Background: an optimization exercise with open tools, aiming at small area, a short achievable clock period and few clock cycles per item. Do not read the settings as production practice. In this exercise RTL edits were held to simulation tests only and were not proved equivalent to the original.

Design CORDIC_sin_cos, start of the top module:
module CORDIC_sin_cos (clock, rst, strobe_in, angle, strobe_out, cos, sin);
	input clock;
	input rst;
	input strobe_in;
	input [31:0] angle;
	output strobe_out;
	output [16:0] cos;
	output [16:0] sin;
	reg signed [15:0] X, Y;
	reg [29:0] W;                
	reg NEG;                     
	reg [3:0] C;                 
	reg busy, done, prev_strobe_in;
	wire start = strobe_in & ~prev_strobe_in;
	wire signed [15:0] X1 = (angle[31] ^ angle[30]) ? -16'sd19429 : 16'sd19429;
	wire signed [15:0] Y1 = angle[31] ? -16'sd19429 : 16'sd19429;
	wire [29:0] Z1 = {~angle[29], angle[28:0]};
	wire pos = ~NEG;
	wire [29:0] Bn;
	CORDIC_LUT lut(C, Bn);
	wire [29:0] T;
	ZADD30 za(W, Bn ^ {30{pos}}, pos, T);
	wire signed [15:0] Xs = (X >>> 1) >>> C;
	wire signed [15:0] Ys = (Y >>> 1) >>> C;
	wire [15:0] Xn, Yn;
	ADD16 ax(X, Ys ^ {16{pos}}, pos, Xn);
	ADD16 ay(Y, Xs ^ {16{NEG}}, NEG, Yn);
	always @(posedge clock) begin
		prev_strobe_in <= strobe_in;
		if (rst) begin
			prev_strobe_in <= 1'b0;
			busy <= 1'b0;
			done <= 1'b0;
		end else begin
			done <= busy & (C == 4'd15);
			if (start)
				busy <= 1'b1;
			else if (C == 4'd15)
				busy <= 1'b0;
		end
	end
	always @(posedge clock) begin
		if (start) begin
			C <= 4'd0;
			X <= X1;
			Y <= Y1;
			W <= Z1;
			NEG <= ~angle[29];
		end else begin
			C <= C + 4'd1;
			X <= Xn;
			Y <= Yn;
			W <= {T[28:0], 1'b0};
			NEG <= T[29];
		end
	end
	assign cos = {X[15], X};
	assign sin = {Y[15], Y};
	assign strobe_out = done;
endmodule
clock: 6.5 ns
lec_check: 0
abc_area: 1
cap_margin: 20
core_margin: 2
core_utilization: 40
cts_buf_list: sky130_fd_sc_hd__clkbuf_8
gpl_timing_driven: 0
setup_slack_margin: 3.3
slew_margin: 20
standard.sh (not shown) runs the stock make flow with config.mk's settings and CLKGATE_MAP_FILE= SYNTH_SCRIPT=/design/flow/synth_recipe.tcl, a recipe that flattens the netlist after the stock synthesis.
==> flow/flow/run.sh <==
#!/bin/bash
# Layout flow: the standard flow (standard.sh) with two changes.
#  - ADDER_MAP_FILE is empty, so synthesis maps no full/half-adder cells and ABC
#    maps the adders to plain gates, which are faster than the library's fa/ha cells.
#  - buffer_ports puts a buf_1 on each port instead of the delay buffer it picks
#    by default.
# The synthesis is otherwise the standard one, so the registers are the same.
set -euo pipefail
export ADDER_MAP_FILE=
export BUFFER_PORTS_ARGS="-buffer_cell sky130_fd_sc_hd__buf_1"
bash standard.sh > standard.log 2>&1
Testbench counts at the start, summed over its fixed seeds: cycles 34,824, items 2,048.
Then changed:
GPL_TIMING_DRIVEN = unset   (was 0)
SETUP_SLACK_MARGIN = 3.4   (was 3.3)
=>
- die area is unchanged
- first-iteration DRC count fell by 26%
- wire length fell by 10%
- core utilization rose by 0.45 points
- via count fell by 2.3%
- synthesized cell count stays the same

========
run A:
CORDIC_sin_cos again, from the RTL that the note above started with.
## CORDIC_sin_cos
module CORDIC_sin_cos (clock, rst, strobe_in, angle, strobe_out, cos, sin);
clock: 6.5 ns
lec_check: 0
abc_area: 1
cap_margin: 20
core_margin: 2
core_utilization: 40
setup_slack_margin: 3.4
slew_margin: 20
Scripts as last shown in full above: flow/flow/run.sh
Testbench counts of run A, summed over its fixed seeds: cycles 34,824, items 2,048.
Input-level comparison between run B and run A:
Settings: changing SETUP_SLACK_MARGIN from 3.4 to 3.2.
Notes after the runs:
- Run B: full flow OK, the timing, DRC and antenna checks passed
- Run B reports its type of the worst setup path as in2reg while run A reports reg2reg.
- Changes observed in run B relative to run A: global routing met2 resource utilization grew by 0.17 points, post-layout worst setup margin shrank by 0.18 ns, final critical path time including I/O delays and setup up 0.18 ns, total met3 wirelength after detailed routing down 7.0%.
- Summary of the comparison: portion of the clock cycle consumed by the worst path in the final layout is higher in run B, relative to run A.
- In the flow results for run A and run B, the quantity of gates resized following cts is larger on run A.
- Run B ended up with fewer standard cells than run A.
diff inputs: run B => run C
Settings: SETUP_SLACK_MARGIN changed from 3.2 to 3.5; CTS_BUF_LIST newly set to sky130_fd_sc_hd__clkbuf_8; GPL_TIMING_DRIVEN newly set to 0.
Results
Run C does better than run B on worst-case hold slack. Summary of run C over run B: detailed placer's ending HPWL has increased; sequential fraction of total cell area lower; wire length of the first global-routing pass went up 2700 µm. Re area used by multi-input combinational logic: run C and run B aren't equal, and the higher value belongs to run C. Taking run B as the reference, in run C met1 usage shows an increase of 3.6 points; routed length on met2 shows an increase of 14%; count of non-filler cells in the finished layout shows an increase of about 2.5%; wire length shows an increase of 15%; final design instance area without fill shows an increase of 240 µm². The launch point of the critical path comes out NEG in one run and strobe_in in the other, namely in run C and run B respectively. Going from run B to run C, the routed via count was found to have gone up by 190.
Input-level comparison between run D and run C:
Settings: SETUP_SLACK_MARGIN changed from 3.5 to 3.4; GPL_TIMING_DRIVEN removed (was 0); TNS_END_PERCENT newly set to 20.
--- outcome ---
- Compared with run C, run D shows a lower global-route wire length before repair.
- Against run C, run D comes in 2.2 points lower on synthesis-to-finish area growth.
- Portion of the clock cycle consumed by the worst path in the final layout: run D and run C compared, higher one is run D
- In run D, the filler-free cell count of the finished design came out about 2% below the value in run C.
- Going from run C to run D, wire length after detailed routing down 12%; actual slew at the worst max-slew pin dropped 0.27 ns; critical path required time roughly the same.

========
== v37 ==
CORDIC_sin_cos, a different RTL version from the one above (not shown whole).
Size in the first run: roughly 1300 cells after synthesis, about 7300 um^2 of cells after synthesis.
Settings: LEC_CHECK=0, ABC_AREA=1, CAP_MARGIN=20, CORE_MARGIN=2, CORE_UTILIZATION=40, SETUP_SLACK_MARGIN=4.0, SLEW_MARGIN=20; clock period 6.5 ns.
Scripts as last shown in full above: flow/flow/run.sh
Testbench counts of v37, summed over its fixed seeds: cycles 34,824, items 2,048.
Here is what was changed in the inputs of v14 compared with v37.
Settings: CORE_UTILIZATION changed from 40 to 60; SETUP_SLACK_MARGIN changed from 4.0 to 3.5.
Results
- Fmax ended up 9.0% lower on v14 than on v37.
- Diff v37 -> v14: number of cells on the critical path decreased by 14 relative to the old numbers; number of gates resized after cts decreased by 72 relative to the old numbers; weighted congestion reported at the end of routability-driven placement increased by 4.6% relative to the old numbers.
What v57 does differently from v14 at the input level:
Settings: a change of CORE_UTILIZATION from 60 to 40.
### Flow results
Of v57 and v14, it is v57 that has the lower worst hold slack.
Maximum operating frequency ends up lower on v14.
Compared with v14, in v57 mean number of vias per cell decreased by 8.3% relative to the old numbers; full die area increased by about 50% relative to the old numbers.
Here is what was changed in the inputs of v51 compared with v57.
Settings: SETUP_SLACK_MARGIN: 3.5 -> 3.6.
Per the comparison of v51 with v57, number of sinks driven by the clock tree shows no meaningful change, wire length on met3 shows an increase of 3.2%, count of plain and timing-repair buffers in the layout shows an increase of 6. Diff v57 -> v51: net count of the finished layout saw an increase.

========
## nickel
RTL: one of the versions met above, not the one the previous note started from.
Size: roughly 1200 cells after synthesis, roughly 70 flip-flops, roughly 6600 um2 of cells after synthesis.
export LEC_CHECK = 0
export ABC_AREA = 1
export CAP_MARGIN = 20
export CORE_MARGIN = 2
export CORE_UTILIZATION = 55
export CTS_BUF_LIST = sky130_fd_sc_hd__clkbuf_8
export SETUP_SLACK_MARGIN = 3.4
export SLEW_MARGIN = 20
create_clock -name core_clock -period 6.5 [get_ports {clock}]
Scripts as last shown in full above: flow/flow/run.sh
Both conditions hold for nickel: the flow ran to the end and the final layout passed the timing, DRC and antenna checks.
Testbench counts of nickel, summed over its fixed seeds: cycles 34,824, items 2,048.
Relative to nickel, the following input files were edited for onyx:
- putting GPL_TIMING_DRIVEN at 0 where nothing was set
- swapping 55 for 40 in CORE_UTILIZATION
==> results.txt <==
- Compared with nickel, onyx ends up with more cell area.
- onyx does worse than nickel on die area.
- onyx | status: complete | timing, DRC, antenna: pass
- Post-route core utilization (lower): onyx
What indigo does differently from onyx at the input level:
- changing SETUP_SLACK_MARGIN from 3.4 to 3.5
- removing CTS_BUF_LIST (formerly sky130_fd_sc_hd__clkbuf_8)
- removing GPL_TIMING_DRIVEN (formerly 0)
Notes after the runs:
Diff onyx -> indigo | area growth from synthesis to layout | increase of 4.0 points. The lower wire length of the first global-routing pass came out of indigo. On cell depth of the worst setup path: between indigo and onyx, it ends up lower for indigo. Compared indigo vs onyx, and share of the clock period used by the worst path is up in indigo. On maximum number of pins on one net before global-route repair, the higher figure sits with indigo, not onyx.
> inputs changed (indigo -> fjord)
- putting CTS_BUF_LIST at sky130_fd_sc_hd__clkbuf_8 where nothing was set
- putting PLACE_DENSITY at 0.45 where nothing was set
- swapping 3.5 for 3.4 in SETUP_SLACK_MARGIN
- putting GPL_TIMING_DRIVEN at 0 where nothing was set
==> comparison <==
- Summary of fjord over indigo: share of the clock period used by the worst path essentially unchanged; final instance count without filler cells increased 27; final worst hold slack increased 0.016 ns.
- The clock-buffer cell count of fjord exceeds that of indigo by 1.
- Run comparison: fjord worst setup path startpoint C[1]; indigo worst setup path startpoint strobe_in
- Placed cell area: fjord and indigo compared, higher one is fjord
- The higher area added between synthesis and finish came out of indigo.

==> static timing again, ports no longer ideal <==
No port has a modelled driver above. Below, the same layouts with a new extraction and two added sets of constraints. Step 1 (the two cells are an assumption about what drives the block):
set clk [get_ports {clock}]
set_driving_cell -lib_cell sky130_fd_sc_hd__clkbuf_16 $clk
set_driving_cell -lib_cell sky130_fd_sc_hd__buf_2 [delete_from_list [all_inputs] $clk]
Step 2 adds t to the input delays and takes it off the output delays; t is the mean of the earliest and latest rising clock arrival at the registers after step 1. Input paths then give back, and output paths get back, about the clock's delay inside the block. Three values: ideal, step 1, step 2; two values: the first two.
| run | shift t [ns] | setup slack, ns | worst hold slack (ns) | cell pins on the clock port's net |
|---|---|---|---|---|
| the first run of note 1 | 0.419 | 3.659 / 3.659 / 3.450 | 0.481 / 0.481 / 0.481 | 1 |
| the second run of note 1 | 0.412 | 3.695 / 3.695 / 3.341 | 0.454 / 0.454 / 0.454 | 1 |
| run A | 0.392 | 3.679 / 3.679 / 3.331 | 0.451 / 0.451 / 0.451 | 1 |
| run B | 0.393 | 3.500 / 3.523 / 3.130 | 0.451 / 0.451 / 0.451 | 1 |
| run C | 0.423 | 3.746 / 3.746 / 3.469 | 0.475 / 0.475 / 0.475 | 1 |
| run D | 0.414 | 3.522 / 3.540 / 3.126 | 0.454 / 0.454 / 0.454 | 1 |
| v37 | 0.397 | 3.919 / 3.919 / 3.742 | 0.470 / 0.470 / 0.470 | 1 |
| v14 | 0.386 | 3.665 / 3.682 / 3.296 | 0.483 / 0.483 / 0.483 | 1 |
| v57 | 0.396 | 3.763 / 3.763 / 3.652 | 0.471 / 0.471 / 0.471 | 1 |
| v51 | 0.395 | 3.809 / 3.809 / 3.640 | 0.456 / 0.456 / 0.456 | 1 |
| nickel | 0.402 | 3.687 / 3.687 / 3.687 | 0.474 / 0.474 / 0.474 | 1 |
| onyx | 0.416 | 3.732 / 3.732 / 3.479 | 0.480 / 0.480 / 0.480 | 1 |
| indigo | 0.393 | 3.715 / 3.727 / 3.346 | 0.452 / 0.452 / 0.452 | 1 |
| fjord | 0.425 | 3.709 / 3.709 / 3.541 | 0.468 / 0.468 / 0.468 | 1 |
After both steps setup and hold are still met in every run listed. For run D, which loses most, drivers alone change the setup slack by +0.018 ns; drivers and shift together by -0.396 ns.
